This design comes from an exercise in tuning for small area and a short achievable clock period on the open sky130 flow, not from production work. At most, simulation tests tie the RTL to the original design; equivalence was not proved. No functional check of the RTL was part of run 2.

==> flow/design.v, too long to show whole: its modules and the start of the top module <==
// module CTE: 1035 lines
// module CTE_fa: 5 lines
// module CTE_ha: 5 lines
module CTE ( clk, reset, op_mode, in_en, yuv_in, rgb_in, busy, out_valid, rgb_out, yuv_out);
  // ...
==> flow/flow/run.sh <==
#!/bin/bash
# Standard layout (the standard.sh: standard synthesis and ORFS flow), with the
# port buffers made from buf_2 instead of the default delay buffer.
set -euo pipefail
bash standard.sh "BUFFER_PORTS_ARGS=-buffer_cell sky130_fd_sc_hd__buf_2" finish > standard_flow.log 2>&1
==> flow/standard.sh <==
#!/bin/bash
# synth_recipe.tcl (not shown) runs the flow's synth.tcl, then flattens the netlist and writes it again
# the make line also repeats each setting of config.mk as NAME=value (left out here)
make -C /OpenROAD-flow-scripts/flow DESIGN_CONFIG=/design/flow/config.mk WORK_HOME=/design/flow/orfs CLKGATE_MAP_FILE= SYNTH_SCRIPT=/design/flow/synth_recipe.tcl "${@:-finish}"
==> flow/config.mk <==
export PLATFORM = sky130hd
export DESIGN_NAME = CTE
export DESIGN_NICKNAME = CTE
export VERILOG_FILES = /design/flow/design.v
export SDC_FILE = /design/flow/constraint.sdc
export NUM_CORES = 4
export LEC_CHECK = 0
export CAP_MARGIN = 20
export CORE_MARGIN = 2
export CORE_UTILIZATION = 40
export SLEW_MARGIN = 20
export SYNTH_HIERARCHICAL = 1
==> flow/constraint.sdc <==
create_clock -name core_clock -period 25.0 [get_ports {clk}]
set_input_delay 5.0000 -clock core_clock [delete_from_list [all_inputs] [get_ports {clk}]]
set_output_delay 5.0000 -clock core_clock [all_outputs]
set_load 0.01 [all_outputs]
==> impl_metrics.toml, run 1 <==
[logic_synthesis]
yosysTopAreaCell = "fa_1"
synth_cell_types = 57
synth_mux_area_frac = 0.002605

[timing]
relSlewSlack = 0.3734
rsz0062_at_grt = "false"
finClkSkew_ps = 8.200
period_minus_slack_ps = 9800
tightest_slew_ps = 939.8
min_period_over_period = 0.3920

[worst_hold_path]
whs_endpoint = "valid_r"
min_from = "valid_r"
holdPathStages = 2

[grt]
antenna_found_initial = 0
grt_remaining_overflow = 0
grtUsageMet1 = 0.2942

[final_layout]
nClkBuffers = 7
n_all_buffers = 70
seq_share = 0.1497
largest_register_ffs = 24
fin_area_mm2 = 0.008691

[drt]
wirelength_um = 19830
dr.pass1.iters = 5
wl_met3_um = 1144

[placed_design]
place_area_mm2 = 0.008554

[setup_path]
endpoint = "yuv_out[7]"
setup.worst_path.start = "np[7]"
timing.setup.critical_path_class = "flop to output port"
slowest_stage = "edfxtp_1"
r2r-start = "cnt[0]"
required_ps = 20000
cp_data_arrival_time_ps = 4800

[cts]
clk_pin_slew_worst_paths_ps = 70
insertion_delay_ps = 300

[outcome]
status = "finished clean"

[die]
n_tap_cell = 270
==> module CTE, before the edit <==
module CTE ( clk, reset, op_mode, in_en, yuv_in, rgb_in, busy, out_valid, rgb_out, yuv_out);
input   clk ;
input   reset ;
input   op_mode;
input   in_en;
output  busy;
output  out_valid;
input   [7:0]   yuv_in;
output  [23:0]  rgb_out;
input   [23:0]  rgb_in;
output  [7:0]   yuv_out;
reg [1:0] cnt;
reg busy_r, valid_r;
reg [23:0] d;
reg [15:0] np;
assign busy = busy_r;
assign out_valid = valid_r;
wire [7:0] yy = np[7:0], uu = d[23:16], vv = d[15:8];
wire [23:0] rgb;
assign rgb_out = rgb;
wire m0_0 = ~vv[7];
wire m0_1 = ~vv[7];
wire m0_2 = ~vv[7];
wire m0_3, m0_4;
CTE_ha m0_i5 (.a(yy[4]), .b(vv[4]), .s(m0_3), .co(m0_4));
wire m0_5, m0_6;
CTE_ha m0_i7 (.a(yy[5]), .b(vv[5]), .s(m0_5), .co(m0_6));
wire m0_7, m0_8;
CTE_ha m0_i9 (.a(yy[0]), .b(vv[0]), .s(m0_7), .co(m0_8));
wire m0_9, m0_10;
CTE_fa m0_i11 (.a(yy[1]), .b(vv[1]), .c(vv[2]), .s(m0_9), .co(m0_10));
wire m0_11, m0_12;
CTE_fa m0_i13 (.a(yy[2]), .b(vv[2]), .c(vv[3]), .s(m0_11), .co(m0_12));
wire m0_13, m0_14;
CTE_fa m0_i15 (.a(yy[3]), .b(vv[3]), .c(vv[4]), .s(m0_13), .co(m0_14));
wire m0_15, m0_16;
CTE_fa m0_i17 (.a(vv[5]), .b(m0_2), .c(1'b1), .s(m0_15), .co(m0_16));
wire m0_17, m0_18;
CTE_fa m0_i19 (.a(vv[6]), .b(1'b1), .c(m0_4), .s(m0_17), .co(m0_18));
wire m0_19, m0_20;
CTE_fa m0_i21 (.a(yy[6]), .b(vv[6]), .c(m0_1), .s(m0_19), .co(m0_20));
wire m0_21, m0_22;
CTE_ha m0_i23 (.a(vv[0]), .b(vv[2]), .s(m0_21), .co(m0_22));
wire m0_23, m0_24;
CTE_fa m0_i25 (.a(vv[1]), .b(vv[3]), .c(m0_7), .s(m0_23), .co(m0_24));
wire m0_25, m0_26;
CTE_fa m0_i27 (.a(vv[4]), .b(m0_8), .c(m0_9), .s(m0_25), .co(m0_26));
wire m0_27, m0_28;
CTE_fa m0_i29 (.a(vv[5]), .b(m0_10), .c(m0_11), .s(m0_27), .co(m0_28));
wire m0_29, m0_30;
CTE_fa m0_i31 (.a(vv[6]), .b(m0_12), .c(m0_13), .s(m0_29), .co(m0_30));
wire m0_31, m0_32;
CTE_fa m0_i33 (.a(m0_14), .b(m0_3), .c(m0_15), .s(m0_31), .co(m0_32));
wire m0_33, m0_34;
CTE_fa m0_i35 (.a(m0_16), .b(m0_5), .c(m0_17), .s(m0_33), .co(m0_34));
wire m0_35, m0_36;
CTE_fa m0_i37 (.a(m0_6), .b(m0_19), .c(m0_18), .s(m0_35), .co(m0_36));
wire m0_37, m0_38;
CTE_fa m0_i39 (.a(yy[7]), .b(m0_0), .c(m0_20), .s(m0_37), .co(m0_38));
wire m0_39 = 1'b1 ^ m0_21;
wire m0_40 = 1'b1 & m0_21;
wire m0_41 = m0_22 ^ m0_23;
wire m0_42 = m0_22 & m0_23;
wire m0_43 = m0_24 ^ m0_25;
wire m0_44 = m0_24 & m0_25;
wire m0_45 = m0_26 ^ m0_27;
wire m0_46 = m0_26 & m0_27;
wire m0_47 = m0_28 ^ m0_29;
wire m0_48 = m0_28 & m0_29;
wire m0_49 = m0_30 ^ m0_31;
wire m0_50 = m0_30 & m0_31;
wire m0_51 = m0_32 ^ m0_33;
wire m0_52 = m0_32 & m0_33;
wire m0_53 = m0_34 ^ m0_35;
wire m0_54 = m0_34 & m0_35;
wire m0_55 = m0_36 ^ m0_37;
wire m0_56 = m0_36 & m0_37;
wire m0_57 = m0_38 ^ 1'b1;
wire m0_58 = m0_38 & 1'b1;
wire m0_59 = vv[1] & vv[0];
wire m0_60 = m0_42 | (m0_41 & m0_40);
wire m0_61 = m0_41 & m0_39;
wire m0_62 = m0_46 | (m0_45 & m0_44);
wire m0_63 = m0_45 & m0_43;
wire m0_64 = m0_50 | (m0_49 & m0_48);
wire m0_65 = m0_49 & m0_47;
wire m0_66 = m0_54 | (m0_53 & m0_52);
wire m0_67 = m0_53 & m0_51;
wire m0_68 = m0_58 | (m0_57 & m0_56);
wire m0_69 = m0_57 & m0_55;
wire m0_70 = m0_39 & m0_59;
wire m0_71 = m0_61 & m0_59;
wire m0_72 = m0_48 | (m0_47 & m0_62);
wire m0_73 = m0_47 & m0_63;
wire m0_74 = m0_64 | (m0_65 & m0_62);
wire m0_75 = m0_65 & m0_63;
wire m0_76 = m0_56 | (m0_55 & m0_66);
wire m0_77 = m0_55 & m0_67;
wire m0_78 = m0_68 | (m0_69 & m0_66);
wire m0_79 = m0_69 & m0_67;
wire m0_80 = m0_44 | (m0_43 & m0_60);
wire m0_81 = m0_43 & m0_71;
wire m0_82 = m0_62 | (m0_63 & m0_60);
wire m0_83 = m0_63 & m0_71;
wire m0_84 = m0_72 | (m0_73 & m0_60);
wire m0_85 = m0_73 & m0_71;
wire m0_86 = m0_74 | (m0_75 & m0_60);
wire m0_87 = m0_75 & m0_71;
wire m0_88 = 1'b1 & m0_78;
wire m0_89 = 1'b1 & m0_79;
wire m0_90 = m0_52 | (m0_51 & m0_86);
wire m0_91 = m0_51 & m0_87;
wire m0_92 = m0_66 | (m0_67 & m0_86);
wire m0_93 = m0_67 & m0_87;
wire m0_94 = m0_76 | (m0_77 & m0_86);
wire m0_95 = m0_77 & m0_87;
wire m0_96 = m0_78 | (m0_79 & m0_86);
wire m0_97 = m0_79 & m0_87;
wire m0_98 = m0_88 | (m0_89 & m0_86);
wire m0_99 = m0_89 & m0_87;
wire m0_100 = m0_41 ^ m0_40;
wire m0_101 = m0_43 ^ m0_60;
wire m0_102 = m0_45 ^ m0_80;
wire m0_103 = m0_47 ^ m0_82;
wire m0_104 = m0_49 ^ m0_84;
wire m0_105 = m0_51 ^ m0_86;
wire m0_106 = m0_53 ^ m0_90;
wire m0_107 = m0_55 ^ m0_92;
wire m0_108 = m0_57 ^ m0_94;
wire m0_109 = 1'b1 ^ m0_96;
wire m0_110 = ~m0_109 & (m0_108 | m0_100);
wire m0_111 = ~m0_109 & (m0_108 | m0_101);
wire m0_112 = ~m0_109 & (m0_108 | m0_102);
wire m0_113 = ~m0_109 & (m0_108 | m0_103);
wire m0_114 = ~m0_109 & (m0_108 | m0_104);
wire m0_115 = ~m0_109 & (m0_108 | m0_105);
wire m0_116 = ~m0_109 & (m0_108 | m0_106);
wire m0_117 = ~m0_109 & (m0_108 | m0_107);
wire m0_118 = ~uu[0];
wire m0_119 = ~uu[1];
wire m0_120 = ~uu[2];
wire m0_121 = ~uu[3];
wire m0_122 = ~uu[4];
wire m0_123 = ~uu[5];
wire m0_124 = ~uu[6];
wire m0_125 = ~vv[0];
wire m0_126 = ~vv[1];
wire m0_127 = ~vv[2];
wire m0_128 = ~vv[3];
wire m0_129 = ~vv[4];
wire m0_130 = ~vv[5];
wire m0_131 = ~vv[6];
wire m0_132 = ~vv[7];
wire m0_133, m0_134;
CTE_ha m0_i135 (.a(yy[0]), .b(m0_120), .s(m0_133), .co(m0_134));
wire m0_135, m0_136;
CTE_ha m0_i137 (.a(yy[1]), .b(m0_121), .s(m0_135), .co(m0_136));
wire m0_137, m0_138;
CTE_ha m0_i139 (.a(yy[2]), .b(m0_122), .s(m0_137), .co(m0_138));
wire m0_139, m0_140;
CTE_ha m0_i141 (.a(yy[3]), .b(m0_123), .s(m0_139), .co(m0_140));
wire m0_141, m0_142;
CTE_ha m0_i143 (.a(yy[4]), .b(m0_124), .s(m0_141), .co(m0_142));
wire m0_143, m0_144;
CTE_ha m0_i145 (.a(yy[5]), .b(uu[7]), .s(m0_143), .co(m0_144));
wire m0_145, m0_146;
CTE_ha m0_i147 (.a(m0_125), .b(vv[2]), .s(m0_145), .co(m0_146));
wire m0_147, m0_148;
CTE_fa m0_i149 (.a(m0_126), .b(vv[3]), .c(m0_134), .s(m0_147), .co(m0_148));
wire m0_149, m0_150;
CTE_fa m0_i151 (.a(m0_127), .b(vv[4]), .c(m0_136), .s(m0_149), .co(m0_150));
wire m0_151, m0_152;
CTE_fa m0_i153 (.a(m0_128), .b(vv[5]), .c(m0_138), .s(m0_151), .co(m0_152));
wire m0_153, m0_154;
CTE_fa m0_i155 (.a(m0_129), .b(vv[6]), .c(m0_140), .s(m0_153), .co(m0_154));
wire m0_155, m0_156;
CTE_fa m0_i157 (.a(m0_130), .b(m0_132), .c(m0_142), .s(m0_155), .co(m0_156));
wire m0_157, m0_158;
CTE_fa m0_i159 (.a(yy[6]), .b(m0_131), .c(1'b1), .s(m0_157), .co(m0_158));
wire m0_159, m0_160;
CTE_ha m0_i161 (.a(m0_118), .b(vv[0]), .s(m0_159), .co(m0_160));
wire m0_161, m0_162;
CTE_fa m0_i163 (.a(m0_119), .b(vv[1]), .c(1'b1), .s(m0_161), .co(m0_162));
wire m0_163, m0_164;
CTE_fa m0_i165 (.a(1'b1), .b(m0_133), .c(m0_145), .s(m0_163), .co(m0_164));
wire m0_165, m0_166;
CTE_fa m0_i167 (.a(m0_146), .b(m0_135), .c(m0_147), .s(m0_165), .co(m0_166));
wire m0_167, m0_168;
CTE_fa m0_i169 (.a(m0_137), .b(m0_148), .c(m0_149), .s(m0_167), .co(m0_168));
wire m0_169, m0_170;
CTE_fa m0_i171 (.a(m0_139), .b(m0_150), .c(m0_151), .s(m0_169), .co(m0_170));
wire m0_171, m0_172;
CTE_fa m0_i173 (.a(m0_141), .b(m0_152), .c(m0_153), .s(m0_171), .co(m0_172));
wire m0_173, m0_174;
CTE_fa m0_i175 (.a(m0_143), .b(m0_154), .c(m0_155), .s(m0_173), .co(m0_174));
wire m0_175, m0_176;
CTE_fa m0_i177 (.a(m0_144), .b(m0_157), .c(m0_156), .s(m0_175), .co(m0_176));
wire m0_177, m0_178;
CTE_fa m0_i179 (.a(yy[7]), .b(vv[7]), .c(m0_158), .s(m0_177), .co(m0_178));
wire m0_179 = 1'b1 ^ m0_159;
wire m0_180 = 1'b1 & m0_159;
wire m0_181 = m0_160 ^ m0_161;
wire m0_182 = m0_160 & m0_161;
wire m0_183 = m0_162 ^ m0_163;
wire m0_184 = m0_162 & m0_163;
wire m0_185 = m0_164 ^ m0_165;
wire m0_186 = m0_164 & m0_165;
wire m0_187 = m0_166 ^ m0_167;
wire m0_188 = m0_166 & m0_167;
wire m0_189 = m0_168 ^ m0_169;
wire m0_190 = m0_168 & m0_169;
wire m0_191 = m0_170 ^ m0_171;
wire m0_192 = m0_170 & m0_171;
wire m0_193 = m0_172 ^ m0_173;
wire m0_194 = m0_172 & m0_173;
wire m0_195 = m0_174 ^ m0_175;
wire m0_196 = m0_174 & m0_175;
wire m0_197 = m0_176 ^ m0_177;
wire m0_198 = m0_176 & m0_177;
wire m0_199 = m0_178 ^ 1'b1;
wire m0_200 = m0_178 & 1'b1;
wire m0_201 = m0_184 | (m0_183 & m0_182);
wire m0_202 = m0_183 & m0_181;
wire m0_203 = m0_188 | (m0_187 & m0_186);
wire m0_204 = m0_187 & m0_185;
wire m0_205 = m0_192 | (m0_191 & m0_190);
wire m0_206 = m0_191 & m0_189;
wire m0_207 = m0_196 | (m0_195 & m0_194);
wire m0_208 = m0_195 & m0_193;
wire m0_209 = m0_200 | (m0_199 & m0_198);
wire m0_210 = m0_199 & m0_197;
wire m0_211 = m0_182 | (m0_181 & m0_180);
wire m0_212 = m0_201 | (m0_202 & m0_180);
wire m0_213 = m0_190 | (m0_189 & m0_203);
wire m0_214 = m0_189 & m0_204;
wire m0_215 = m0_205 | (m0_206 & m0_203);
wire m0_216 = m0_206 & m0_204;
wire m0_217 = m0_198 | (m0_197 & m0_207);
wire m0_218 = m0_197 & m0_208;
wire m0_219 = m0_209 | (m0_210 & m0_207);
wire m0_220 = m0_210 & m0_208;
wire m0_221 = m0_186 | (m0_185 & m0_212);
wire m0_222 = m0_203 | (m0_204 & m0_212);
wire m0_223 = m0_213 | (m0_214 & m0_212);
wire m0_224 = m0_215 | (m0_216 & m0_212);
wire m0_225 = 1'b1 & m0_219;
wire m0_226 = 1'b1 & m0_220;
wire m0_227 = m0_194 | (m0_193 & m0_224);
wire m0_228 = m0_207 | (m0_208 & m0_224);
wire m0_229 = m0_217 | (m0_218 & m0_224);
wire m0_230 = m0_219 | (m0_220 & m0_224);
wire m0_231 = m0_225 | (m0_226 & m0_224);
wire m0_232 = m0_181 ^ m0_180;
wire m0_233 = m0_183 ^ m0_211;
wire m0_234 = m0_185 ^ m0_212;
wire m0_235 = m0_187 ^ m0_221;
wire m0_236 = m0_189 ^ m0_222;
wire m0_237 = m0_191 ^ m0_223;
wire m0_238 = m0_193 ^ m0_224;
wire m0_239 = m0_195 ^ m0_227;
wire m0_240 = m0_197 ^ m0_228;
wire m0_241 = m0_199 ^ m0_229;
wire m0_242 = 1'b1 ^ m0_230;
wire m0_243 = ~m0_242 & (m0_241 | m0_233);
wire m0_244 = ~m0_242 & (m0_241 | m0_234);
wire m0_245 = ~m0_242 & (m0_241 | m0_235);
wire m0_246 = ~m0_242 & (m0_241 | m0_236);
wire m0_247 = ~m0_242 & (m0_241 | m0_237);
wire m0_248 = ~m0_242 & (m0_241 | m0_238);
wire m0_249 = ~m0_242 & (m0_241 | m0_239);
wire m0_250 = ~m0_242 & (m0_241 | m0_240);
wire m0_251 = ~uu[7];
wire m0_252 = yy[1] ^ uu[0];
wire m0_253 = yy[1] & uu[0];
wire m0_254 = yy[2] ^ uu[1];
wire m0_255 = yy[2] & uu[1];
wire m0_256 = yy[3] ^ uu[2];
wire m0_257 = yy[3] & uu[2];
wire m0_258 = yy[4] ^ uu[3];
wire m0_259 = yy[4] & uu[3];
wire m0_260 = yy[5] ^ uu[4];
wire m0_261 = yy[5] & uu[4];
wire m0_262 = yy[6] ^ uu[5];
wire m0_263 = yy[6] & uu[5];
wire m0_264 = yy[7] ^ uu[6];
wire m0_265 = yy[7] & uu[6];
wire m0_266 = m0_251 ^ 1'b1;
wire m0_267 = m0_251 & 1'b1;
wire m0_268 = m0_252 & yy[0];
wire m0_269 = m0_257 | (m0_256 & m0_255);
wire m0_270 = m0_256 & m0_254;
wire m0_271 = m0_261 | (m0_260 & m0_259);
wire m0_272 = m0_260 & m0_258;
wire m0_273 = m0_265 | (m0_264 & m0_263);
wire m0_274 = m0_264 & m0_262;
wire m0_275 = 1'b1 & m0_267;
wire m0_276 = 1'b1 & m0_266;
wire m0_277 = m0_255 | (m0_254 & m0_253);
wire m0_278 = m0_254 & m0_268;
wire m0_279 = m0_269 | (m0_270 & m0_253);
wire m0_280 = m0_270 & m0_268;
wire m0_281 = m0_263 | (m0_262 & m0_271);
wire m0_282 = m0_262 & m0_272;
wire m0_283 = m0_273 | (m0_274 & m0_271);
wire m0_284 = m0_274 & m0_272;
wire m0_285 = m0_259 | (m0_258 & m0_279);
wire m0_286 = m0_258 & m0_280;
wire m0_287 = m0_271 | (m0_272 & m0_279);
wire m0_288 = m0_272 & m0_280;
wire m0_289 = m0_281 | (m0_282 & m0_279);
wire m0_290 = m0_282 & m0_280;
wire m0_291 = m0_283 | (m0_284 & m0_279);
wire m0_292 = m0_284 & m0_280;
wire m0_293 = m0_267 | (m0_266 & m0_291);
wire m0_294 = m0_266 & m0_292;
wire m0_295 = m0_275 | (m0_276 & m0_291);
wire m0_296 = m0_276 & m0_292;
wire m0_297 = m0_254 ^ m0_253;
wire m0_298 = m0_256 ^ m0_277;
wire m0_299 = m0_258 ^ m0_279;
wire m0_300 = m0_260 ^ m0_285;
wire m0_301 = m0_262 ^ m0_287;
wire m0_302 = m0_264 ^ m0_289;
wire m0_303 = m0_266 ^ m0_291;
wire m0_304 = 1'b1 ^ m0_293;
wire m0_305 = ~m0_304 & (m0_303 | yy[0]);
wire m0_306 = ~m0_304 & (m0_303 | m0_252);
wire m0_307 = ~m0_304 & (m0_303 | m0_297);
wire m0_308 = ~m0_304 & (m0_303 | m0_298);
wire m0_309 = ~m0_304 & (m0_303 | m0_299);
wire m0_310 = ~m0_304 & (m0_303 | m0_300);
wire m0_311 = ~m0_304 & (m0_303 | m0_301);
wire m0_312 = ~m0_304 & (m0_303 | m0_302);
assign rgb = {m0_117, m0_116, m0_115, m0_114, m0_113, m0_112, m0_111, m0_110, m0_250, m0_249, m0_248, m0_247, m0_246, m0_245, m0_244, m0_243, m0_312, m0_311, m0_310, m0_309, m0_308, m0_307, m0_306, m0_305};
wire [23:0] x = (cnt == 2'd0) ? rgb_in : d;
wire [7:0] xr = x[23:16], xg = x[15:8], xb = x[7:0];
wire su = (cnt == 2'd0), sy = cnt[0], sv = (cnt == 2'd2);
wire [15:0] na;
wire [7:0] q;
assign yuv_out = q;
wire ea_0 = ((su|sv) & xr[0]);
wire ea_1 = ((su|sv) & xr[1]) | (sy & xr[0]);
wire ea_2 = ((su|sv) & xr[2]) | (sy & xr[1]);
wire ea_3 = ((su|sv) & xr[3]) | (sy & xr[2]);
wire ea_4 = ((su|sv) & xr[4]) | (sy & xr[3]);
wire ea_5 = ((su|sv) & xr[5]) | (sy & xr[4]);
wire ea_6 = ((su|sv) & xr[6]) | (sy & xr[5]);
wire ea_7 = ((su|sv) & xr[7]) | (sy & xr[6]);
wire ea_8 = (sy & xr[7]);
wire ea_9 = (su & ~xr[0]) | (sy & xr[0]);
wire ea_10 = (su & ~xr[1]) | (sy & xr[1]) | (sv & xr[0]);
wire ea_11 = (su & ~xr[2]) | (sy & xr[2]) | (sv & xr[1]);
wire ea_12 = (su & ~xr[3]) | (sy & xr[3]) | (sv & xr[2]);
wire ea_13 = (su & ~xr[4]) | (sy & xr[4]) | (sv & xr[3]);
wire ea_14 = (su & ~xr[5]) | (sy & xr[5]) | (sv & xr[4]);
wire ea_15 = (su & ~xr[6]) | (sy & xr[6]) | (sv & xr[5]);
wire ea_16 = (su & ~xr[7]) | (sy & xr[7]) | (sv & xr[6]);
wire ea_17 = (sv & xr[7]);
wire ea_18 = (sy & xg[0]) | ((su|sv) & ~xg[0]);
wire ea_19 = (sy & xg[1]) | ((su|sv) & ~xg[1]);
wire ea_20 = (sy & xg[2]) | ((su|sv) & ~xg[2]);
wire ea_21 = (sy & xg[3]) | ((su|sv) & ~xg[3]);
wire ea_22 = (sy & xg[4]) | ((su|sv) & ~xg[4]);
wire ea_23 = (sy & xg[5]) | ((su|sv) & ~xg[5]);
wire ea_24 = (sy & xg[6]) | ((su|sv) & ~xg[6]);
wire ea_25 = (sy & xg[7]) | ((su|sv) & ~xg[7]);
wire ea_26 = ((su|sy) & xg[0]);
wire ea_27 = ((su|sy) & xg[1]);
wire ea_28 = ((su|sy) & xg[2]);
wire ea_29 = ((su|sy) & xg[3]);
wire ea_30 = ((su|sy) & xg[4]);
wire ea_31 = ((su|sy) & xg[5]);
wire ea_32 = ((su|sy) & xg[6]);
wire ea_33 = ((su|sy) & xg[7]);
wire ea_34 = (su & xg[0]);
wire ea_35 = (su & xg[1]);
wire ea_36 = (su & xg[2]);
wire ea_37 = (su & xg[3]) | (sy & xg[0]);
wire ea_38 = (su & xg[4]) | (sy & xg[1]);
wire ea_39 = (su & xg[5]) | (sy & xg[2]);
wire ea_40 = (su & xg[6]) | (sy & xg[3]);
wire ea_41 = (su & xg[7]) | (sy & xg[4]);
wire ea_42 = (sy & xg[5]);
wire ea_43 = (sy & xg[6]);
wire ea_44 = (sy & xg[7]);
wire ea_45 = ((su|sy) & xb[0]) | (sv & ~xb[0]);
wire ea_46 = ((su|sy) & xb[1]) | (sv & ~xb[1]);
wire ea_47 = ((su|sy) & xb[2]) | (sv & ~xb[2]);
wire ea_48 = ((su|sy) & xb[3]) | (sv & ~xb[3]);
wire ea_49 = ((su|sy) & xb[4]) | (sv & ~xb[4]);
wire ea_50 = ((su|sy) & xb[5]) | (sv & ~xb[5]);
wire ea_51 = ((su|sy) & xb[6]) | (sv & ~xb[6]);
wire ea_52 = ((su|sy) & xb[7]) | (sv & ~xb[7]);
wire ea_53 = ((su|sy) & xb[0]);
wire ea_54 = ((su|sy) & xb[1]);
wire ea_55 = ((su|sy) & xb[2]);
wire ea_56 = ((su|sy) & xb[3]);
wire ea_57 = ((su|sy) & xb[4]);
wire ea_58 = ((su|sy) & xb[5]);
wire ea_59 = ((su|sy) & xb[6]);
wire ea_60 = ((su|sy) & xb[7]);
wire ea_61 = (sy & xb[0]);
wire ea_62 = (sy & xb[1]);
wire ea_63 = (sy & xb[2]);
wire ea_64 = (sy & xb[3]);
wire ea_65 = (sy & xb[4]);
wire ea_66 = (sy & xb[5]);
wire ea_67 = (su & xb[0]) | (sy & xb[6]);
wire ea_68 = (su & xb[1]) | (sy & xb[7]);
wire ea_69 = (su & xb[2]);
wire ea_70 = (su & xb[3]);
wire ea_71 = (su & xb[4]);
wire ea_72 = (su & xb[5]);
wire ea_73 = (su & xb[6]);
wire ea_74 = (su & xb[7]);
wire ea_75 = sv;
wire ea_76 = su;
wire ea_77 = sy;
wire ea_78 = sy;
wire ea_79 = su|sv;
wire ea_80 = sv;
wire ea_81 = su|sy;
wire ea_82 = su;
wire ea_83 = su|sy;
wire ea_84 = su;
wire ea_85, ea_86;
CTE_ha ea_i87 (.a(ea_0), .b(ea_26), .s(ea_85), .co(ea_86));
wire ea_87, ea_88;
CTE_fa ea_i89 (.a(1'b1), .b(ea_1), .c(ea_27), .s(ea_87), .co(ea_88));
wire ea_89, ea_90;
CTE_fa ea_i91 (.a(ea_2), .b(ea_9), .c(ea_28), .s(ea_89), .co(ea_90));
wire ea_91, ea_92;
CTE_ha ea_i93 (.a(ea_37), .b(ea_47), .s(ea_91), .co(ea_92));
wire ea_93, ea_94;
CTE_fa ea_i95 (.a(ea_3), .b(ea_10), .c(ea_18), .s(ea_93), .co(ea_94));
wire ea_95, ea_96;
CTE_fa ea_i97 (.a(ea_29), .b(ea_38), .c(ea_48), .s(ea_95), .co(ea_96));
wire ea_97, ea_98;
CTE_ha ea_i99 (.a(ea_57), .b(ea_67), .s(ea_97), .co(ea_98));
wire ea_99, ea_100;
CTE_fa ea_i101 (.a(ea_4), .b(ea_11), .c(ea_19), .s(ea_99), .co(ea_100));
wire ea_101, ea_102;
CTE_fa ea_i103 (.a(ea_30), .b(ea_39), .c(ea_49), .s(ea_101), .co(ea_102));
wire ea_103, ea_104;
CTE_fa ea_i105 (.a(ea_58), .b(ea_68), .c(ea_78), .s(ea_103), .co(ea_104));
wire ea_105, ea_106;
CTE_fa ea_i107 (.a(ea_5), .b(ea_12), .c(ea_20), .s(ea_105), .co(ea_106));
wire ea_107, ea_108;
CTE_fa ea_i109 (.a(ea_31), .b(ea_40), .c(ea_50), .s(ea_107), .co(ea_108));
wire ea_109, ea_110;
CTE_fa ea_i111 (.a(ea_59), .b(ea_69), .c(ea_79), .s(ea_109), .co(ea_110));
wire ea_111, ea_112;
CTE_fa ea_i113 (.a(1'b1), .b(ea_6), .c(ea_13), .s(ea_111), .co(ea_112));
wire ea_113, ea_114;
CTE_fa ea_i115 (.a(ea_21), .b(ea_32), .c(ea_41), .s(ea_113), .co(ea_114));
wire ea_115, ea_116;
CTE_fa ea_i117 (.a(ea_51), .b(ea_60), .c(ea_70), .s(ea_115), .co(ea_116));
wire ea_117, ea_118;
CTE_fa ea_i119 (.a(ea_7), .b(ea_14), .c(ea_22), .s(ea_117), .co(ea_118));
wire ea_119, ea_120;
CTE_fa ea_i121 (.a(ea_33), .b(ea_42), .c(ea_52), .s(ea_119), .co(ea_120));
wire ea_121, ea_122;
CTE_fa ea_i123 (.a(ea_8), .b(ea_15), .c(ea_23), .s(ea_121), .co(ea_122));
wire ea_123, ea_124;
CTE_fa ea_i125 (.a(ea_35), .b(ea_45), .c(ea_54), .s(ea_123), .co(ea_124));
wire ea_125, ea_126;
CTE_fa ea_i127 (.a(ea_36), .b(ea_46), .c(ea_55), .s(ea_125), .co(ea_126));
wire ea_127, ea_128;
CTE_ha ea_i129 (.a(ea_65), .b(ea_86), .s(ea_127), .co(ea_128));
wire ea_129, ea_130;
CTE_fa ea_i131 (.a(ea_56), .b(ea_66), .c(ea_76), .s(ea_129), .co(ea_130));
wire ea_131, ea_132;
CTE_fa ea_i133 (.a(ea_88), .b(ea_89), .c(ea_91), .s(ea_131), .co(ea_132));
wire ea_133, ea_134;
CTE_fa ea_i135 (.a(ea_77), .b(ea_90), .c(ea_92), .s(ea_133), .co(ea_134));
wire ea_135, ea_136;
CTE_fa ea_i137 (.a(ea_93), .b(ea_95), .c(ea_97), .s(ea_135), .co(ea_136));
wire ea_137, ea_138;
CTE_fa ea_i139 (.a(ea_94), .b(ea_96), .c(ea_98), .s(ea_137), .co(ea_138));
wire ea_139, ea_140;
CTE_fa ea_i141 (.a(ea_99), .b(ea_101), .c(ea_103), .s(ea_139), .co(ea_140));
wire ea_141, ea_142;
CTE_fa ea_i143 (.a(ea_100), .b(ea_102), .c(ea_104), .s(ea_141), .co(ea_142));
wire ea_143, ea_144;
CTE_fa ea_i145 (.a(ea_105), .b(ea_107), .c(ea_109), .s(ea_143), .co(ea_144));
wire ea_145, ea_146;
CTE_fa ea_i147 (.a(ea_106), .b(ea_108), .c(ea_110), .s(ea_145), .co(ea_146));
wire ea_147, ea_148;
CTE_fa ea_i149 (.a(ea_111), .b(ea_113), .c(ea_115), .s(ea_147), .co(ea_148));
wire ea_149, ea_150;
CTE_fa ea_i151 (.a(ea_71), .b(ea_112), .c(ea_114), .s(ea_149), .co(ea_150));
wire ea_151, ea_152;
CTE_fa ea_i153 (.a(ea_116), .b(ea_117), .c(ea_119), .s(ea_151), .co(ea_152));
wire ea_153, ea_154;
CTE_fa ea_i155 (.a(ea_43), .b(ea_72), .c(ea_80), .s(ea_153), .co(ea_154));
wire ea_155, ea_156;
CTE_fa ea_i157 (.a(ea_118), .b(ea_120), .c(ea_121), .s(ea_155), .co(ea_156));
wire ea_157, ea_158;
CTE_fa ea_i159 (.a(ea_16), .b(ea_24), .c(ea_44), .s(ea_157), .co(ea_158));
wire ea_159, ea_160;
CTE_fa ea_i161 (.a(ea_73), .b(ea_81), .c(ea_122), .s(ea_159), .co(ea_160));
wire ea_161, ea_162;
CTE_fa ea_i163 (.a(ea_17), .b(ea_25), .c(ea_74), .s(ea_161), .co(ea_162));
wire ea_163, ea_164;
CTE_ha ea_i165 (.a(ea_64), .b(ea_75), .s(ea_163), .co(ea_164));
wire ea_165, ea_166;
CTE_fa ea_i167 (.a(ea_124), .b(ea_87), .c(ea_125), .s(ea_165), .co(ea_166));
wire ea_167, ea_168;
CTE_fa ea_i169 (.a(ea_126), .b(ea_129), .c(ea_128), .s(ea_167), .co(ea_168));
wire ea_169, ea_170;
CTE_fa ea_i171 (.a(ea_130), .b(ea_132), .c(ea_133), .s(ea_169), .co(ea_170));
wire ea_171, ea_172;
CTE_fa ea_i173 (.a(ea_134), .b(ea_136), .c(ea_137), .s(ea_171), .co(ea_172));
wire ea_173, ea_174;
CTE_fa ea_i175 (.a(ea_138), .b(ea_140), .c(ea_141), .s(ea_173), .co(ea_174));
wire ea_175, ea_176;
CTE_fa ea_i177 (.a(ea_142), .b(ea_144), .c(ea_145), .s(ea_175), .co(ea_176));
wire ea_177, ea_178;
CTE_fa ea_i179 (.a(ea_146), .b(ea_148), .c(ea_149), .s(ea_177), .co(ea_178));
wire ea_179, ea_180;
CTE_fa ea_i181 (.a(ea_153), .b(ea_150), .c(ea_152), .s(ea_179), .co(ea_180));
wire ea_181, ea_182;
CTE_fa ea_i183 (.a(ea_154), .b(ea_157), .c(ea_156), .s(ea_181), .co(ea_182));
wire ea_183, ea_184;
CTE_fa ea_i185 (.a(ea_82), .b(ea_158), .c(ea_161), .s(ea_183), .co(ea_184));
wire ea_185, ea_186;
CTE_ha ea_i187 (.a(ea_34), .b(ea_53), .s(ea_185), .co(ea_186));
wire ea_187, ea_188;
CTE_fa ea_i189 (.a(ea_85), .b(ea_123), .c(ea_163), .s(ea_187), .co(ea_188));
wire ea_189, ea_190;
CTE_fa ea_i191 (.a(ea_164), .b(ea_127), .c(ea_165), .s(ea_189), .co(ea_190));
wire ea_191, ea_192;
CTE_fa ea_i193 (.a(ea_166), .b(ea_131), .c(ea_167), .s(ea_191), .co(ea_192));
wire ea_193, ea_194;
CTE_fa ea_i195 (.a(ea_135), .b(ea_168), .c(ea_169), .s(ea_193), .co(ea_194));
wire ea_195, ea_196;
CTE_fa ea_i197 (.a(ea_139), .b(ea_170), .c(ea_171), .s(ea_195), .co(ea_196));
wire ea_197, ea_198;
CTE_fa ea_i199 (.a(ea_143), .b(ea_172), .c(ea_173), .s(ea_197), .co(ea_198));
wire ea_199, ea_200;
CTE_fa ea_i201 (.a(ea_147), .b(ea_174), .c(ea_175), .s(ea_199), .co(ea_200));
wire ea_201, ea_202;
CTE_fa ea_i203 (.a(ea_151), .b(ea_176), .c(ea_177), .s(ea_201), .co(ea_202));
wire ea_203, ea_204;
CTE_fa ea_i205 (.a(ea_155), .b(ea_178), .c(ea_179), .s(ea_203), .co(ea_204));
wire ea_205, ea_206;
CTE_fa ea_i207 (.a(ea_159), .b(ea_180), .c(ea_181), .s(ea_205), .co(ea_206));
wire ea_207, ea_208;
CTE_fa ea_i209 (.a(ea_160), .b(ea_183), .c(ea_182), .s(ea_207), .co(ea_208));
wire ea_209, ea_210;
CTE_fa ea_i211 (.a(ea_83), .b(ea_162), .c(ea_184), .s(ea_209), .co(ea_210));
wire ea_211 = 1'b1 ^ ea_61;
wire ea_212 = 1'b1 & ea_61;
wire ea_213 = 1'b1 ^ ea_62;
wire ea_214 = 1'b1 & ea_62;
wire ea_215 = ea_63 ^ ea_185;
wire ea_216 = ea_63 & ea_185;
wire ea_217 = ea_186 ^ ea_187;
wire ea_218 = ea_186 & ea_187;
wire ea_219 = ea_188 ^ ea_189;
wire ea_220 = ea_188 & ea_189;
wire ea_221 = ea_190 ^ ea_191;
wire ea_222 = ea_190 & ea_191;
wire ea_223 = ea_192 ^ ea_193;
wire ea_224 = ea_192 & ea_193;
wire ea_225 = ea_194 ^ ea_195;
wire ea_226 = ea_194 & ea_195;
wire ea_227 = ea_196 ^ ea_197;
wire ea_228 = ea_196 & ea_197;
wire ea_229 = ea_198 ^ ea_199;
wire ea_230 = ea_198 & ea_199;
wire ea_231 = ea_200 ^ ea_201;
wire ea_232 = ea_200 & ea_201;
wire ea_233 = ea_202 ^ ea_203;
wire ea_234 = ea_202 & ea_203;
wire ea_235 = ea_204 ^ ea_205;
wire ea_236 = ea_204 & ea_205;
wire ea_237 = ea_206 ^ ea_207;
wire ea_238 = ea_206 & ea_207;
wire ea_239 = ea_208 ^ ea_209;
wire ea_240 = ea_208 & ea_209;
wire ea_241 = ea_210 ^ ea_84;
wire ea_242 = ea_210 & ea_84;
wire ea_243 = ea_214 | (ea_213 & ea_212);
wire ea_244 = ea_213 & ea_211;
wire ea_245 = ea_216 | (ea_215 & ea_214);
wire ea_246 = ea_215 & ea_213;
wire ea_247 = ea_218 | (ea_217 & ea_216);
wire ea_248 = ea_217 & ea_215;
wire ea_249 = ea_220 | (ea_219 & ea_218);
wire ea_250 = ea_219 & ea_217;
wire ea_251 = ea_222 | (ea_221 & ea_220);
wire ea_252 = ea_221 & ea_219;
wire ea_253 = ea_224 | (ea_223 & ea_222);
wire ea_254 = ea_223 & ea_221;
wire ea_255 = ea_226 | (ea_225 & ea_224);
wire ea_256 = ea_225 & ea_223;
wire ea_257 = ea_228 | (ea_227 & ea_226);
wire ea_258 = ea_227 & ea_225;
wire ea_259 = ea_230 | (ea_229 & ea_228);
wire ea_260 = ea_229 & ea_227;
wire ea_261 = ea_232 | (ea_231 & ea_230);
wire ea_262 = ea_231 & ea_229;
wire ea_263 = ea_234 | (ea_233 & ea_232);
wire ea_264 = ea_233 & ea_231;
wire ea_265 = ea_236 | (ea_235 & ea_234);
wire ea_266 = ea_235 & ea_233;
wire ea_267 = ea_238 | (ea_237 & ea_236);
wire ea_268 = ea_237 & ea_235;
wire ea_269 = ea_240 | (ea_239 & ea_238);
wire ea_270 = ea_239 & ea_237;
wire ea_271 = ea_242 | (ea_241 & ea_240);
wire ea_272 = ea_241 & ea_239;
wire ea_273 = ea_245 | (ea_246 & ea_212);
wire ea_274 = ea_246 & ea_211;
wire ea_275 = ea_247 | (ea_248 & ea_243);
wire ea_276 = ea_248 & ea_244;
wire ea_277 = ea_249 | (ea_250 & ea_245);
wire ea_278 = ea_250 & ea_246;
wire ea_279 = ea_251 | (ea_252 & ea_247);
wire ea_280 = ea_252 & ea_248;
wire ea_281 = ea_253 | (ea_254 & ea_249);
wire ea_282 = ea_254 & ea_250;
wire ea_283 = ea_255 | (ea_256 & ea_251);
wire ea_284 = ea_256 & ea_252;
wire ea_285 = ea_257 | (ea_258 & ea_253);
wire ea_286 = ea_258 & ea_254;
wire ea_287 = ea_259 | (ea_260 & ea_255);
wire ea_288 = ea_260 & ea_256;
wire ea_289 = ea_261 | (ea_262 & ea_257);
wire ea_290 = ea_262 & ea_258;
wire ea_291 = ea_263 | (ea_264 & ea_259);
wire ea_292 = ea_264 & ea_260;
wire ea_293 = ea_265 | (ea_266 & ea_261);
wire ea_294 = ea_266 & ea_262;
wire ea_295 = ea_267 | (ea_268 & ea_263);
wire ea_296 = ea_268 & ea_264;
wire ea_297 = ea_269 | (ea_270 & ea_265);
wire ea_298 = ea_270 & ea_266;
wire ea_299 = ea_271 | (ea_272 & ea_267);
wire ea_300 = ea_272 & ea_268;
wire ea_301 = ea_277 | (ea_278 & ea_212);
wire ea_302 = ea_278 & ea_211;
wire ea_303 = ea_279 | (ea_280 & ea_243);
wire ea_304 = ea_280 & ea_244;
wire ea_305 = ea_281 | (ea_282 & ea_273);
wire ea_306 = ea_282 & ea_274;
wire ea_307 = ea_283 | (ea_284 & ea_275);
wire ea_308 = ea_284 & ea_276;
wire ea_309 = ea_285 | (ea_286 & ea_277);
wire ea_310 = ea_286 & ea_278;
wire ea_311 = ea_287 | (ea_288 & ea_279);
wire ea_312 = ea_288 & ea_280;
wire ea_313 = ea_289 | (ea_290 & ea_281);
wire ea_314 = ea_290 & ea_282;
wire ea_315 = ea_291 | (ea_292 & ea_283);
wire ea_316 = ea_292 & ea_284;
wire ea_317 = ea_293 | (ea_294 & ea_285);
wire ea_318 = ea_294 & ea_286;
wire ea_319 = ea_295 | (ea_296 & ea_287);
wire ea_320 = ea_296 & ea_288;
wire ea_321 = ea_297 | (ea_298 & ea_289);
wire ea_322 = ea_298 & ea_290;
wire ea_323 = ea_299 | (ea_300 & ea_291);
wire ea_324 = ea_300 & ea_292;
wire ea_325 = ea_309 | (ea_310 & ea_212);
wire ea_326 = ea_310 & ea_211;
wire ea_327 = ea_311 | (ea_312 & ea_243);
wire ea_328 = ea_312 & ea_244;
wire ea_329 = ea_313 | (ea_314 & ea_273);
wire ea_330 = ea_314 & ea_274;
wire ea_331 = ea_315 | (ea_316 & ea_275);
wire ea_332 = ea_316 & ea_276;
wire ea_333 = ea_317 | (ea_318 & ea_301);
wire ea_334 = ea_318 & ea_302;
wire ea_335 = ea_319 | (ea_320 & ea_303);
wire ea_336 = ea_320 & ea_304;
wire ea_337 = ea_321 | (ea_322 & ea_305);
wire ea_338 = ea_322 & ea_306;
wire ea_339 = ea_323 | (ea_324 & ea_307);
wire ea_340 = ea_324 & ea_308;
wire ea_341 = ea_213 ^ ea_212;
wire ea_342 = ea_215 ^ ea_243;
wire ea_343 = ea_217 ^ ea_273;
wire ea_344 = ea_219 ^ ea_275;
wire ea_345 = ea_221 ^ ea_301;
wire ea_346 = ea_223 ^ ea_303;
wire ea_347 = ea_225 ^ ea_305;
wire ea_348 = ea_227 ^ ea_307;
wire ea_349 = ea_229 ^ ea_325;
wire ea_350 = ea_231 ^ ea_327;
wire ea_351 = ea_233 ^ ea_329;
wire ea_352 = ea_235 ^ ea_331;
wire ea_353 = ea_237 ^ ea_333;
wire ea_354 = ea_239 ^ ea_335;
wire ea_355 = ea_241 ^ ea_337;
assign na = {ea_355, ea_354, ea_353, ea_352, ea_351, ea_350, ea_349, ea_348, ea_347, ea_346, ea_345, ea_344, ea_343, ea_342, ea_341, ea_211};
wire eb_n211 = np[0];
wire eb_n341 = np[1];
wire eb_n342 = np[2];
wire eb_n343 = np[3];
wire eb_n344 = np[4];
wire eb_n345 = np[5];
wire eb_n346 = np[6];
wire eb_n347 = np[7];
wire eb_n348 = np[8];
wire eb_n349 = np[9];
wire eb_n350 = np[10];
wire eb_n351 = np[11];
wire eb_n352 = np[12];
wire eb_n353 = np[13];
wire eb_n354 = np[14];
wire eb_n355 = np[15];
wire eb_0, eb_1;
CTE_ha eb_i2 (.a(eb_n211), .b(eb_n341), .s(eb_0), .co(eb_1));
wire eb_2, eb_3;
CTE_fa eb_i4 (.a(eb_n341), .b(eb_n342), .c(eb_n346), .s(eb_2), .co(eb_3));
wire eb_4, eb_5;
CTE_fa eb_i6 (.a(eb_n342), .b(eb_n343), .c(eb_n347), .s(eb_4), .co(eb_5));
wire eb_6, eb_7;
CTE_fa eb_i8 (.a(eb_n343), .b(eb_n344), .c(eb_n348), .s(eb_6), .co(eb_7));
wire eb_8, eb_9;
CTE_ha eb_i10 (.a(eb_n344), .b(eb_n345), .s(eb_8), .co(eb_9));
wire eb_10, eb_11;
CTE_ha eb_i12 (.a(eb_n343), .b(eb_n344), .s(eb_10), .co(eb_11));
wire eb_12, eb_13;
CTE_fa eb_i14 (.a(eb_n211), .b(eb_n344), .c(eb_n345), .s(eb_12), .co(eb_13));
wire eb_14, eb_15;
CTE_ha eb_i16 (.a(eb_n347), .b(eb_n350), .s(eb_14), .co(eb_15));
wire eb_16, eb_17;
CTE_fa eb_i18 (.a(eb_0), .b(eb_n345), .c(eb_n346), .s(eb_16), .co(eb_17));
wire eb_18, eb_19;
CTE_fa eb_i20 (.a(eb_n348), .b(eb_n351), .c(eb_n352), .s(eb_18), .co(eb_19));
wire eb_20, eb_21;
CTE_fa eb_i22 (.a(eb_1), .b(eb_n347), .c(eb_n349), .s(eb_20), .co(eb_21));
wire eb_22, eb_23;
CTE_fa eb_i24 (.a(eb_n352), .b(eb_n353), .c(eb_2), .s(eb_22), .co(eb_23));
wire eb_24, eb_25;
CTE_fa eb_i26 (.a(eb_n348), .b(eb_3), .c(eb_n350), .s(eb_24), .co(eb_25));
wire eb_26, eb_27;
CTE_fa eb_i28 (.a(eb_n353), .b(eb_n354), .c(eb_4), .s(eb_26), .co(eb_27));
wire eb_28, eb_29;
CTE_fa eb_i30 (.a(eb_5), .b(eb_n349), .c(eb_n351), .s(eb_28), .co(eb_29));
wire eb_30, eb_31;
CTE_fa eb_i32 (.a(eb_n354), .b(eb_n355), .c(eb_6), .s(eb_30), .co(eb_31));
wire eb_32, eb_33;
CTE_fa eb_i34 (.a(eb_8), .b(eb_7), .c(eb_n349), .s(eb_32), .co(eb_33));
wire eb_34, eb_35;
CTE_fa eb_i36 (.a(eb_n350), .b(eb_n352), .c(eb_n355), .s(eb_34), .co(eb_35));
wire eb_36, eb_37;
CTE_fa eb_i38 (.a(eb_n345), .b(eb_9), .c(eb_n346), .s(eb_36), .co(eb_37));
wire eb_38, eb_39;
CTE_fa eb_i40 (.a(eb_n350), .b(eb_n351), .c(eb_n353), .s(eb_38), .co(eb_39));
wire eb_40, eb_41;
CTE_fa eb_i42 (.a(eb_n346), .b(eb_n347), .c(eb_n351), .s(eb_40), .co(eb_41));
wire eb_42, eb_43;
CTE_ha eb_i44 (.a(eb_n352), .b(eb_n354), .s(eb_42), .co(eb_43));
wire eb_44, eb_45;
CTE_fa eb_i46 (.a(eb_n347), .b(eb_n348), .c(eb_n352), .s(eb_44), .co(eb_45));
wire eb_46, eb_47;
CTE_ha eb_i48 (.a(eb_n353), .b(eb_n355), .s(eb_46), .co(eb_47));
wire eb_48, eb_49;
CTE_fa eb_i50 (.a(eb_n348), .b(eb_n349), .c(eb_n353), .s(eb_48), .co(eb_49));
wire eb_50, eb_51;
CTE_ha eb_i52 (.a(eb_n349), .b(eb_n350), .s(eb_50), .co(eb_51));
wire eb_52, eb_53;
CTE_ha eb_i54 (.a(eb_10), .b(eb_n346), .s(eb_52), .co(eb_53));
wire eb_54, eb_55;
CTE_fa eb_i56 (.a(eb_11), .b(eb_12), .c(eb_n351), .s(eb_54), .co(eb_55));
wire eb_56, eb_57;
CTE_fa eb_i58 (.a(eb_13), .b(eb_16), .c(eb_15), .s(eb_56), .co(eb_57));
wire eb_58, eb_59;
CTE_fa eb_i60 (.a(eb_17), .b(eb_19), .c(eb_20), .s(eb_58), .co(eb_59));
wire eb_60, eb_61;
CTE_fa eb_i62 (.a(eb_21), .b(eb_23), .c(eb_24), .s(eb_60), .co(eb_61));
wire eb_62, eb_63;
CTE_fa eb_i64 (.a(eb_25), .b(eb_27), .c(eb_28), .s(eb_62), .co(eb_63));
wire eb_64, eb_65;
CTE_fa eb_i66 (.a(eb_29), .b(eb_31), .c(eb_32), .s(eb_64), .co(eb_65));
wire eb_66, eb_67;
CTE_fa eb_i68 (.a(eb_36), .b(eb_33), .c(eb_35), .s(eb_66), .co(eb_67));
wire eb_68, eb_69;
CTE_fa eb_i70 (.a(eb_37), .b(eb_39), .c(eb_40), .s(eb_68), .co(eb_69));
wire eb_70, eb_71;
CTE_fa eb_i72 (.a(eb_41), .b(eb_43), .c(eb_44), .s(eb_70), .co(eb_71));
wire eb_72, eb_73;
CTE_fa eb_i74 (.a(eb_n354), .b(eb_45), .c(eb_47), .s(eb_72), .co(eb_73));
wire eb_74, eb_75;
CTE_fa eb_i76 (.a(eb_n354), .b(eb_n355), .c(eb_49), .s(eb_74), .co(eb_75));
wire eb_76, eb_77;
CTE_fa eb_i78 (.a(eb_n350), .b(eb_n351), .c(eb_n355), .s(eb_76), .co(eb_77));
wire eb_78, eb_79;
CTE_ha eb_i80 (.a(eb_n349), .b(eb_n350), .s(eb_78), .co(eb_79));
wire eb_80, eb_81;
CTE_fa eb_i82 (.a(eb_53), .b(eb_14), .c(eb_54), .s(eb_80), .co(eb_81));
wire eb_82, eb_83;
CTE_fa eb_i84 (.a(eb_55), .b(eb_18), .c(eb_56), .s(eb_82), .co(eb_83));
wire eb_84, eb_85;
CTE_fa eb_i86 (.a(eb_22), .b(eb_57), .c(eb_58), .s(eb_84), .co(eb_85));
wire eb_86, eb_87;
CTE_fa eb_i88 (.a(eb_26), .b(eb_59), .c(eb_60), .s(eb_86), .co(eb_87));
wire eb_88, eb_89;
CTE_fa eb_i90 (.a(eb_30), .b(eb_61), .c(eb_62), .s(eb_88), .co(eb_89));
wire eb_90, eb_91;
CTE_fa eb_i92 (.a(eb_34), .b(eb_63), .c(eb_64), .s(eb_90), .co(eb_91));
wire eb_92, eb_93;
CTE_fa eb_i94 (.a(eb_38), .b(eb_65), .c(eb_66), .s(eb_92), .co(eb_93));
wire eb_94, eb_95;
CTE_fa eb_i96 (.a(eb_42), .b(eb_67), .c(eb_68), .s(eb_94), .co(eb_95));
wire eb_96, eb_97;
CTE_fa eb_i98 (.a(eb_46), .b(eb_69), .c(eb_70), .s(eb_96), .co(eb_97));
wire eb_98, eb_99;
CTE_fa eb_i100 (.a(eb_48), .b(eb_71), .c(eb_72), .s(eb_98), .co(eb_99));
wire eb_100, eb_101;
CTE_fa eb_i102 (.a(eb_50), .b(eb_73), .c(eb_74), .s(eb_100), .co(eb_101));
wire eb_102, eb_103;
CTE_fa eb_i104 (.a(eb_51), .b(eb_76), .c(eb_75), .s(eb_102), .co(eb_103));
wire eb_104, eb_105;
CTE_fa eb_i106 (.a(eb_n351), .b(eb_n352), .c(eb_77), .s(eb_104), .co(eb_105));
wire eb_106, eb_107;
CTE_ha eb_i108 (.a(eb_n352), .b(eb_n353), .s(eb_106), .co(eb_107));
wire eb_108, eb_109;
CTE_ha eb_i110 (.a(eb_n353), .b(eb_n354), .s(eb_108), .co(eb_109));
wire eb_110, eb_111;
CTE_ha eb_i112 (.a(eb_n354), .b(eb_n355), .s(eb_110), .co(eb_111));
wire eb_112 = eb_52 ^ eb_78;
wire eb_113 = eb_52 & eb_78;
wire eb_114 = eb_79 ^ eb_80;
wire eb_115 = eb_79 & eb_80;
wire eb_116 = eb_81 ^ eb_82;
wire eb_117 = eb_81 & eb_82;
wire eb_118 = eb_83 ^ eb_84;
wire eb_119 = eb_83 & eb_84;
wire eb_120 = eb_85 ^ eb_86;
wire eb_121 = eb_85 & eb_86;
wire eb_122 = eb_87 ^ eb_88;
wire eb_123 = eb_87 & eb_88;
wire eb_124 = eb_89 ^ eb_90;
wire eb_125 = eb_89 & eb_90;
wire eb_126 = eb_91 ^ eb_92;
wire eb_127 = eb_91 & eb_92;
wire eb_128 = eb_93 ^ eb_94;
wire eb_129 = eb_93 & eb_94;
wire eb_130 = eb_95 ^ eb_96;
wire eb_131 = eb_95 & eb_96;
wire eb_132 = eb_97 ^ eb_98;
wire eb_133 = eb_97 & eb_98;
wire eb_134 = eb_99 ^ eb_100;
wire eb_135 = eb_99 & eb_100;
wire eb_136 = eb_101 ^ eb_102;
wire eb_137 = eb_101 & eb_102;
wire eb_138 = eb_103 ^ eb_104;
wire eb_139 = eb_103 & eb_104;
wire eb_140 = eb_105 ^ eb_106;
wire eb_141 = eb_105 & eb_106;
wire eb_142 = eb_107 ^ eb_108;
wire eb_143 = eb_107 & eb_108;
wire eb_144 = eb_109 ^ eb_110;
wire eb_145 = eb_109 & eb_110;
wire eb_146 = eb_111 ^ eb_n355;
wire eb_147 = eb_111 & eb_n355;
wire eb_148 = eb_115 | (eb_114 & eb_113);
wire eb_149 = eb_114 & eb_112;
wire eb_150 = eb_117 | (eb_116 & eb_115);
wire eb_151 = eb_116 & eb_114;
wire eb_152 = eb_119 | (eb_118 & eb_117);
wire eb_153 = eb_118 & eb_116;
wire eb_154 = eb_121 | (eb_120 & eb_119);
wire eb_155 = eb_120 & eb_118;
wire eb_156 = eb_123 | (eb_122 & eb_121);
wire eb_157 = eb_122 & eb_120;
wire eb_158 = eb_125 | (eb_124 & eb_123);
wire eb_159 = eb_124 & eb_122;
wire eb_160 = eb_127 | (eb_126 & eb_125);
wire eb_161 = eb_126 & eb_124;
wire eb_162 = eb_129 | (eb_128 & eb_127);
wire eb_163 = eb_128 & eb_126;
wire eb_164 = eb_131 | (eb_130 & eb_129);
wire eb_165 = eb_130 & eb_128;
wire eb_166 = eb_133 | (eb_132 & eb_131);
wire eb_167 = eb_132 & eb_130;
wire eb_168 = eb_135 | (eb_134 & eb_133);
wire eb_169 = eb_134 & eb_132;
wire eb_170 = eb_137 | (eb_136 & eb_135);
wire eb_171 = eb_136 & eb_134;
wire eb_172 = eb_139 | (eb_138 & eb_137);
wire eb_173 = eb_138 & eb_136;
wire eb_174 = eb_141 | (eb_140 & eb_139);
wire eb_175 = eb_140 & eb_138;
wire eb_176 = eb_143 | (eb_142 & eb_141);
wire eb_177 = eb_142 & eb_140;
wire eb_178 = eb_145 | (eb_144 & eb_143);
wire eb_179 = eb_144 & eb_142;
wire eb_180 = eb_147 | (eb_146 & eb_145);
wire eb_181 = eb_146 & eb_144;
wire eb_182 = eb_150 | (eb_151 & eb_113);
wire eb_183 = eb_151 & eb_112;
wire eb_184 = eb_152 | (eb_153 & eb_148);
wire eb_185 = eb_153 & eb_149;
wire eb_186 = eb_154 | (eb_155 & eb_150);
wire eb_187 = eb_155 & eb_151;
wire eb_188 = eb_156 | (eb_157 & eb_152);
wire eb_189 = eb_157 & eb_153;
wire eb_190 = eb_158 | (eb_159 & eb_154);
wire eb_191 = eb_159 & eb_155;
wire eb_192 = eb_160 | (eb_161 & eb_156);
wire eb_193 = eb_161 & eb_157;
wire eb_194 = eb_162 | (eb_163 & eb_158);
wire eb_195 = eb_163 & eb_159;
wire eb_196 = eb_164 | (eb_165 & eb_160);
wire eb_197 = eb_165 & eb_161;
wire eb_198 = eb_166 | (eb_167 & eb_162);
wire eb_199 = eb_167 & eb_163;
wire eb_200 = eb_168 | (eb_169 & eb_164);
wire eb_201 = eb_169 & eb_165;
wire eb_202 = eb_170 | (eb_171 & eb_166);
wire eb_203 = eb_171 & eb_167;
wire eb_204 = eb_172 | (eb_173 & eb_168);
wire eb_205 = eb_173 & eb_169;
wire eb_206 = eb_174 | (eb_175 & eb_170);
wire eb_207 = eb_175 & eb_171;
wire eb_208 = eb_176 | (eb_177 & eb_172);
wire eb_209 = eb_177 & eb_173;
wire eb_210 = eb_178 | (eb_179 & eb_174);
wire eb_211 = eb_179 & eb_175;
wire eb_212 = eb_180 | (eb_181 & eb_176);
wire eb_213 = eb_181 & eb_177;
wire eb_214 = eb_186 | (eb_187 & eb_113);
wire eb_215 = eb_187 & eb_112;
wire eb_216 = eb_188 | (eb_189 & eb_148);
wire eb_217 = eb_189 & eb_149;
wire eb_218 = eb_190 | (eb_191 & eb_182);
wire eb_219 = eb_191 & eb_183;
wire eb_220 = eb_192 | (eb_193 & eb_184);
wire eb_221 = eb_193 & eb_185;
wire eb_222 = eb_194 | (eb_195 & eb_186);
wire eb_223 = eb_195 & eb_187;
wire eb_224 = eb_196 | (eb_197 & eb_188);
wire eb_225 = eb_197 & eb_189;
wire eb_226 = eb_198 | (eb_199 & eb_190);
wire eb_227 = eb_199 & eb_191;
wire eb_228 = eb_200 | (eb_201 & eb_192);
wire eb_229 = eb_201 & eb_193;
wire eb_230 = eb_202 | (eb_203 & eb_194);
wire eb_231 = eb_203 & eb_195;
wire eb_232 = eb_204 | (eb_205 & eb_196);
wire eb_233 = eb_205 & eb_197;
wire eb_234 = eb_206 | (eb_207 & eb_198);
wire eb_235 = eb_207 & eb_199;
wire eb_236 = eb_208 | (eb_209 & eb_200);
wire eb_237 = eb_209 & eb_201;
wire eb_238 = eb_210 | (eb_211 & eb_202);
wire eb_239 = eb_211 & eb_203;
wire eb_240 = eb_212 | (eb_213 & eb_204);
wire eb_241 = eb_213 & eb_205;
wire eb_242 = eb_222 | (eb_223 & eb_113);
wire eb_243 = eb_223 & eb_112;
wire eb_244 = eb_224 | (eb_225 & eb_148);
wire eb_245 = eb_225 & eb_149;
wire eb_246 = eb_226 | (eb_227 & eb_182);
wire eb_247 = eb_227 & eb_183;
wire eb_248 = eb_228 | (eb_229 & eb_184);
wire eb_249 = eb_229 & eb_185;
wire eb_250 = eb_230 | (eb_231 & eb_214);
wire eb_251 = eb_231 & eb_215;
wire eb_252 = eb_232 | (eb_233 & eb_216);
wire eb_253 = eb_233 & eb_217;
wire eb_254 = eb_234 | (eb_235 & eb_218);
wire eb_255 = eb_235 & eb_219;
wire eb_256 = eb_236 | (eb_237 & eb_220);
wire eb_257 = eb_237 & eb_221;
wire eb_258 = eb_238 | (eb_239 & eb_222);
wire eb_259 = eb_239 & eb_223;
wire eb_260 = eb_240 | (eb_241 & eb_224);
wire eb_261 = eb_241 & eb_225;
wire eb_262 = eb_258 | (eb_259 & eb_113);
wire eb_263 = eb_259 & eb_112;
wire eb_264 = eb_260 | (eb_261 & eb_148);
wire eb_265 = eb_261 & eb_149;
wire eb_266 = eb_114 ^ eb_113;
wire eb_267 = eb_116 ^ eb_148;
wire eb_268 = eb_118 ^ eb_182;
wire eb_269 = eb_120 ^ eb_184;
wire eb_270 = eb_122 ^ eb_214;
wire eb_271 = eb_124 ^ eb_216;
wire eb_272 = eb_126 ^ eb_218;
wire eb_273 = eb_128 ^ eb_220;
wire eb_274 = eb_130 ^ eb_242;
wire eb_275 = eb_132 ^ eb_244;
wire eb_276 = eb_134 ^ eb_246;
wire eb_277 = eb_136 ^ eb_248;
wire eb_278 = eb_138 ^ eb_250;
wire eb_279 = eb_140 ^ eb_252;
wire eb_280 = eb_142 ^ eb_254;
wire eb_281 = eb_144 ^ eb_256;
wire eb_282 = eb_146 ^ eb_262;
assign q = {~eb_282, eb_281, eb_280, eb_279, eb_278, eb_277, eb_276, eb_275};
always @(posedge clk or posedge reset) begin
    if (reset) begin
        cnt <= 2'd0;
        busy_r <= 1'b0;
        valid_r <= 1'b0;
    end else if (op_mode) begin
        if (in_en) begin
            cnt <= cnt + 2'd1;
            busy_r <= ~cnt[0];
            valid_r <= 1'b1;
        end
    end else begin
        if (busy_r && valid_r) begin
            busy_r <= 1'b0;
            valid_r <= 1'b0;
        end else if (busy_r && cnt == 2'd0) begin
            valid_r <= 1'b1;
        end else if (busy_r) begin
            busy_r <= 1'b0;
            valid_r <= 1'b1;
        end else if (in_en) begin
            cnt <= cnt + 2'd1;
            if (cnt[1]) busy_r <= 1'b1;
            if (cnt == 2'd3) valid_r <= 1'b0;
        end
    end
end
always @(posedge clk) begin
    if (op_mode) begin
        if (in_en && !cnt[0]) d <= rgb_in;
        if (in_en) np <= na;
    end else if (in_en && !busy_r) begin
        if (cnt == 2'd0) d[23:16] <= yuv_in;
        if (cnt == 2'd2) d[15:8] <= yuv_in;
        if (cnt[0]) np[7:0] <= yuv_in;
    end
end
endmodule
==> inputs of run 2 (changes only) <==
--- a/flow/design.v
+++ b/flow/design.v
@@ -16,7 +16,7 @@
 reg [15:0] np;
 assign busy = busy_r;
 assign out_valid = valid_r;
-wire [7:0] yy = np[7:0], uu = d[23:16], vv = d[15:8];
+wire [7:0] yy = d[7:0], uu = d[23:16], vv = d[15:8];
 wire [23:0] rgb;
 assign rgb_out = rgb;
 wire m0_0 = ~vv[7];
@@ -1030,7 +1030,7 @@
     end else if (in_en && !busy_r) begin
         if (cnt == 2'd0) d[23:16] <= yuv_in;
         if (cnt == 2'd2) d[15:8] <= yuv_in;
-        if (cnt[0]) np[7:0] <= yuv_in;
+        if (cnt[0]) d[7:0] <= yuv_in;
     end
 end
 endmodule
==> run 2 against run 1 <==
- sequential share of layout area down 0.19 points
- register-to-register slack improved by 970 ps
- wire length fell by 5.8%
- final area grew 1.3%
- worst hold slack better by 3.5 ps
- still clean
- first-iteration DRC count shrank 21%
- die area is 0.92% higher
- setup slack better by 490 ps
- utilization up 0.28 points
- via count is 0.30% lower
==> impl_metrics.toml, run 2 <==
[final_layout]
n_antenna_cell = 0
finalNetCount = 1123
most-common-layout-cells = "fa_1 (137), nand2_1 (97), ha_1 (88)"
reg_top3 = "d x24, np x16, cnt x2"
largest_register_ffs = 24
drive_above_1_share = 0.1054
fin_area_mm2 = 0.008805
layout.cells.non_filler = 1133
syn_to_final_growth_pct = 6.815
mostFrequentLayoutCell = "fa_1"
utilization = 0.4351
top_register = "d"

[logic_synthesis]
synth_cells = 833
netlist.area_leader.share = 0.3327
seq_area_frac_synth = 0.1579
yosys_most_used_dff = "edfxtp_1"
async_flop_share = 0.09091
ys_ff_latch = 44
syn_area_mm2 = 0.008243
yosysMostFrequentCell = "fa_1"
yosys-top-cells-count = "fa_1 (137), nand2_1 (97), ha_1 (88), a21oi_1 (66), nor2_1 (58)"
yosysTopAreaCell = "fa_1"
avgSynthCellArea_um2 = 9.895
synth_cell_types = 51
ys_warn_count = 7
synth.area.top_cells = "fa_1 (33%), edfxtp_1 (15%), ha_1 (13%)"
synth_edf_count = 40

[die]
core_region_area_mm2 = 0.02023
rows = 52
dieHeight_um = 147.6
dieArea_mm2 = 0.02177
chipWidth_um = 147.6
initial_core_util = 0.4074
ios = 70

[cts]
ctsResizeCount = 0
cts_root_buf = "clkbuf_16"
clk_pin_slew_worst_paths_ps = 60
cts-hold-fix-buffers = 0
postCtsSetupBuffers = 0
cts_buffers = 5
clock_path_buffers = 2
insertion_delay_ps = 300
cts_tree = "built"
cts.sinks = 44
htree_levels = 2

[setup_path]
crit_top_cell = "fa_1"
timing.setup.critical_path_class = "flop to output port"
path_buf_inv = 1
cp_top_family = "adder cells"
path_cells = "fa_1 -> fa_1 -> fa_1 -> fa_1 -> ha_1 -> a21oi_1 -> o211ai_1 -> o2111ai_1 -> nand3_1 -> or2_2 -> xor2_1 -> buf_2"
worst-path-max-fanout = 5
slowest_delay_ps = 560
cp-end-kind = "output port"
ff2ff_setup_slack_ps = 18370
startpoint_type = "flop"
slowest_stage = "fa_1"
required_ps = 20000
cp_data_arrival_time_ps = 4310

[timing]
slew_viol_final = 0
rsz0062_at_grt = "false"
max_freq_mhz = 107.4
hold_violations = 0
period_minus_slack_ps = 9311
min_period_over_period = 0.3724
finClkSkew_ps = 8.800
relSlewSlack = 0.3097
tightest_slew_ps = 1033
setup_tns_ps = 0
finalSetupViolCount = 0

[drt]
wirelength_um = 18680
ant_nets = 0
drt_iter0_drc = 383
via_per_inst = 5.290
drc = 0
dr.pass1.iters = 5
wl_per_cell_um = 16.49
vias = 5994

[worst_hold_path]
min_path_type = "flop to flop"

[grt]
grt_first_pass_wirelength_um = 31310
grt_pass1_vias = 6012
grt_usage = 0.1815
grt_max_degree = 47
antenna_found_initial = 1
grt_remaining_overflow = 0

[outcome]
status = "finished clean"

[placed_design]
place.gp.congestion = 0.8661
dpl.cell_count = 1125
hpwlAfterDp_um = 15830
place_area_mm2 = 0.008637
port_buffers = 69

[flow_run]
drv_cap = 0
==> run 2: changes by cell type after synthesis, moves of 6 or more <==
cell / change
a21oi_1: +7
maj3_1: -6
maj3_2: +7
nand2_1: +9
nand2b_1: +11
o21ai_0: -7
xnor2_1: -8
==> run 2: final timing paths <==
| kind | from | endpoint | depth (start not counted) |
|---|---|---|---|
| max in group asynchronous | reset | cnt[0] | 2 |
| min in group asynchronous | reset | valid_r | 2 |
| hold reg to reg | valid_r | valid_r | 2 |
| hold / removal | valid_r | valid_r | 2 |
| setup reg to reg | cnt[0] | np[15] | 18 |
| setup / recovery | np[7] | yuv_out[6] | 12 |
==> run 2: kinds of logic after synthesis <==
kind of cell,count (synthesis),share of synthesized area
adders and majority gates,234,0.4783
and+or+nand+nor,233,0.1283
AOI/OAI and AO/OA,186,0.1352
buffers and inverters,98,0.05965
DFF,44,0.1579
xor gates and xnor gates,32,0.03400
muxes,5,0.006224
other,1,0.0004549
==> run 2: final cells by class <==
class                           instances  area [um2]
Tap cell                              270       337.8
Sequential cell                        44        1301
Fill cell                            1981       11430
Clock buffer                            5       125.1
Multi-Input combinational cell        697        6472
Inverter                               42       157.7
Timing Repair Buffer                   72       367.9
Clock inverter                          3       42.54
==> run 2: tightest hold or removal path, cell delays in order (launching register included) <==
cell and delay [ps]:
dfrtp_1 410, nor2_1 110, a21oi_1 70
==> run 2: metrics by stage <==
| stage | hold WS (ps) | setup WS [ps] |
|---|---|---|
| 2_1_floorplan | 580.2 | 16100 |
| 3_3_place_gp | 614.5 | 15770 |
| 3_5_place_dp | 616.1 | 15680 |
| 4_1_cts | 625.9 | 15650 |
| 5_1_grt | 698.1 | 15400 |
| 6_report | 622.1 | 15690 |
==> run 2: modules after synthesis, one instance, submodules excluded <==
module / flip-flops and latches / area, um2 / cells
CTE: 44 / 5265 / 673
CTE_ha: 0 / 12.51 / 1
CTE_fa: 0 / 20.02 / 1
==> run 2: routing by layer <==
layer / share of wire / track usage / vias to the layer above
met1: 0.48 / 0.2725 / 2941
li1: - / - / 2885
met5: 0.00070 / 0 / -
met3: 0.046 / 0.02068 / 18
met2: 0.46 / 0.2860 / 148
met4: 0.011 / 0.03510 / 2

==> separate check: timing with driven ports <==
Ports are ideal in the flow. The routed layouts listed here were re-timed in OpenROAD. Step 1 (the two cells are an assumption about what drives the block):
set clk [get_ports {clk}]
set_driving_cell -lib_cell sky130_fd_sc_hd__clkbuf_16 $clk
set_driving_cell -lib_cell sky130_fd_sc_hd__buf_2 [delete_from_list [all_inputs] $clk]
Step 2 times the ports against the registers' clock, not the clock port: input delays grow and output delays shrink by t, the midpoint of the rising clock arrivals with the driver on. a / b / c = no drivers / after step 1 / after step 2; a / b = the first two.
| run | shift t [ns] | setup slack, ns | slew at the worst register clock pin (ns) |
|---|---|---|---|
| run 1 | 0.328 | 15.200 / 15.163 / 15.467 | 0.07 / 0.07 |
| run 2 | 0.333 | 15.689 / 15.651 / 15.665 | 0.07 / 0.07 |
After both steps setup and hold are still met in every run listed. The setup slack of run 2, which loses most, moves by -0.038 ns with the drivers and by -0.024 ns with both steps.
